This design comes from an exercise in tuning for small area, a short achievable clock period and few clock cycles per item on the open sky130 flow, not from production work.
Function was checked by simulation only, so behaviour that the tests miss may differ from the original.

== build 79 ==
==> flow/design.v (excerpt) <==
module tanh (
    input  clk,
    input  rst,
    input  [13:0] i_x,
    input  i_valid,
    output o_ready,
    output [13:0] o_fx,
    output o_valid,
    input  i_ready
);
make LEC_CHECK=0 CAP_MARGIN=20 CORE_MARGIN=2 CORE_UTILIZATION=40 SETUP_SLACK_MARGIN=5 SLEW_MARGIN=20 SYNTH_HIERARCHICAL=1 SYNTH_MINIMUM_KEEP_SIZE=0 finish   # period 8.0 ns
run.sh (not shown) runs the stock make flow with config.mk's settings and CLKGATE_MAP_FILE= SYNTH_SCRIPT=/design/flow/synth_recipe.tcl, a recipe that flattens the netlist after the stock synthesis.
Testbench counts of build 79, summed over its fixed seeds: cycles 16,112, items 16,000.
Input-level comparison between build 84 and build 79:
diff --git a/flow/config.mk b/flow/config.mk
--- a/flow/config.mk
+++ b/flow/config.mk
@@ -11 +11 @@
-export SETUP_SLACK_MARGIN = 5
+export SETUP_SLACK_MARGIN = 4.5
--- outcome ---
For the cell count along the critical path, build 84 came in 2 lower than build 79 did.
In the metrics for build 79 and build 84, the one carrying the lower relative area of non-clock buffer cells in the final design is build 84.
Re total routed wirelength: build 84 is 6.2% down on build 79.
Setup slack, build 79 and build 84: lower on build 84
Changes observed in build 84 relative to build 79: via count of the first global-routing pass moved down; maximum number of pins on one net before global-route repair climbed 19; netlist area before placement saw little to no change.
Global-route usage over all layers, build 79 and build 84: smaller value in build 84
Compared with build 79, build 84 shows amount of wire on met3 after detailed routing that has gone down slightly.
Edits applied to the flow inputs when going from build 84 to build 51:
diff --git a/flow/config.mk b/flow/config.mk
--- a/flow/config.mk
+++ b/flow/config.mk
@@ -11 +11,3 @@
-export SETUP_SLACK_MARGIN = 4.5
+export CTS_CLUSTER_DIAMETER = 100
+export CTS_CLUSTER_SIZE = 26
+export SETUP_SLACK_MARGIN = 4.7
==> comparison <==
- Status | build 51 and build 84 | clean
- Number of antenna violations at the first check in global routing in build 51 vs build 84: down 1
- Between build 51 and build 84, it is build 51 whose highest fanout seen on the critical path is lower, by 13.
- Build 51 — final instance area 0.95% lower, build 84 as reference
- For build 51, the critical path startpoint was q_s2[4]$_DFFE_PP_, unlike build 84, where it was d4_neg[2]$_DFFE_PP_.
- Looking at overall routed net length, build 51 sits below build 84.
- | placed cell area | build 51 vs build 84 | ≈ equal |

* * *

tanh again, from the RTL that the note above started with.
clock: 8.0 ns
lec_check: 0
cap_margin: 20
cell_pad_in_sites_detail_placement: 0
cell_pad_in_sites_global_placement: 0
core_margin: 2
core_utilization: 40
setup_slack_margin: 4.7
slew_margin: 20
synth_hierarchical: 1
synth_minimum_keep_size: 0
Testbench counts at the start, summed over its fixed seeds: cycles 16,112, items 16,000.
==> next run, changes <==
CELL_PAD_IN_SITES_DETAIL_PLACEMENT = not set   (was 0)
CELL_PAD_IN_SITES_GLOBAL_PLACEMENT = not set   (was 0)
CTS_CLUSTER_DIAMETER = 150   (was not set)
CTS_CLUSTER_SIZE = 30   (was not set)
Effect:
- The changed run passed the timing, design-rule and antenna checks
- clock-buffer cell count fell by 48
- critical path depth rose by 1
- clock skew hardly moves
- wire length fell by 1.4%
- die area stays the same
- utilization fell by 1.5 points
- final cell count fell by 2.1%
- design area fell by 3.4%

* * *

the previous run:
tanh again, from the RTL that the note above started with.
clock: 8.0 ns
lec_check: 0
cap_margin: 20
core_margin: 2
core_utilization: 40
setup_slack_margin: 4.7
slew_margin: 20
synth_hierarchical: 1
synth_minimum_keep_size: 0
Testbench counts of the previous run, summed over its fixed seeds: cycles 16,112, items 16,000.
> inputs changed (the previous run -> the current run)
# the previous run
export LEC_CHECK = 0
export CAP_MARGIN = 20
export CORE_MARGIN = 2
export CORE_UTILIZATION = 40
export SETUP_SLACK_MARGIN = 4.7
export SLEW_MARGIN = 20
export SYNTH_HIERARCHICAL = 1
export SYNTH_MINIMUM_KEEP_SIZE = 0
create_clock -name core_clock -period 8.0 [get_ports {clk}]
# the current run
export LEC_CHECK = 0
export CAP_MARGIN = 20
export CORE_MARGIN = 2
export CORE_UTILIZATION = 40
export CTS_CLUSTER_DIAMETER = 120
export CTS_CLUSTER_SIZE = 22
export SETUP_SLACK_MARGIN = 4.7
export SLEW_MARGIN = 20
export SYNTH_HIERARCHICAL = 1
export SYNTH_MINIMUM_KEEP_SIZE = 0
export TNS_END_PERCENT = 20
create_clock -name core_clock -period 8.0 [get_ports {clk}]
Results
- Compared with the previous run, the current run shows a lower required time of the worst setup path.
- Setup slack: the current run less than the previous run
- Result for the previous run and the current run: all clean
- Diff the previous run -> the current run: total wire length after detailed routing has increased, met2 layer wire length in the routed design up 1.4%.

[port drivers added, routing unchanged]
In the flow no input, the clock included, has a driving cell. The finished layouts below were timed again as built, in two steps. Step 1 sets driving cells, clkbuf_16 on the clock port and buf_2 on the other inputs (assumed; they add their load-dependent delay and slew). Step 2, shift: input delay + t, output delay - t, t = (earliest + latest rising clock arrival at the registers) / 2. This alone moves slack from input paths to output paths. Three values: ideal, step 1, step 2; two values: the first two.
| run | t (ns) | setup slack, ns | slew at the worst register clock pin (ns) | worst data-port slew with drivers (ns) |
|---|---|---|---|---|
| build 79 | 0.681 | 4.892 / 4.892 / 4.467 | 0.07 / 0.07 | 0.03 |
| build 84 | 0.673 | 4.665 / 4.604 / 4.223 | 0.07 / 0.07 | 0.04 |
| build 51 | 0.683 | 4.802 / 4.761 / 4.259 | 0.11 / 0.11 | 0.04 |
| the first run of note 2 | 0.671 | 4.803 / 4.782 / 4.262 | 0.06 / 0.06 | 0.04 |
| the second run of note 2 | 0.667 | 4.753 / 4.753 / 4.257 | 0.12 / 0.12 | 0.04 |
| the previous run | 0.671 | 4.803 / 4.782 / 4.262 | 0.06 / 0.06 | 0.04 |
| the current run | 0.643 | 4.670 / 4.636 / 4.222 | 0.10 / 0.10 | 0.04 |
After both steps every run listed still meets setup and hold. The setup slack of build 51, which loses most, moves by -0.041 ns with the drivers and by -0.543 ns with both steps.
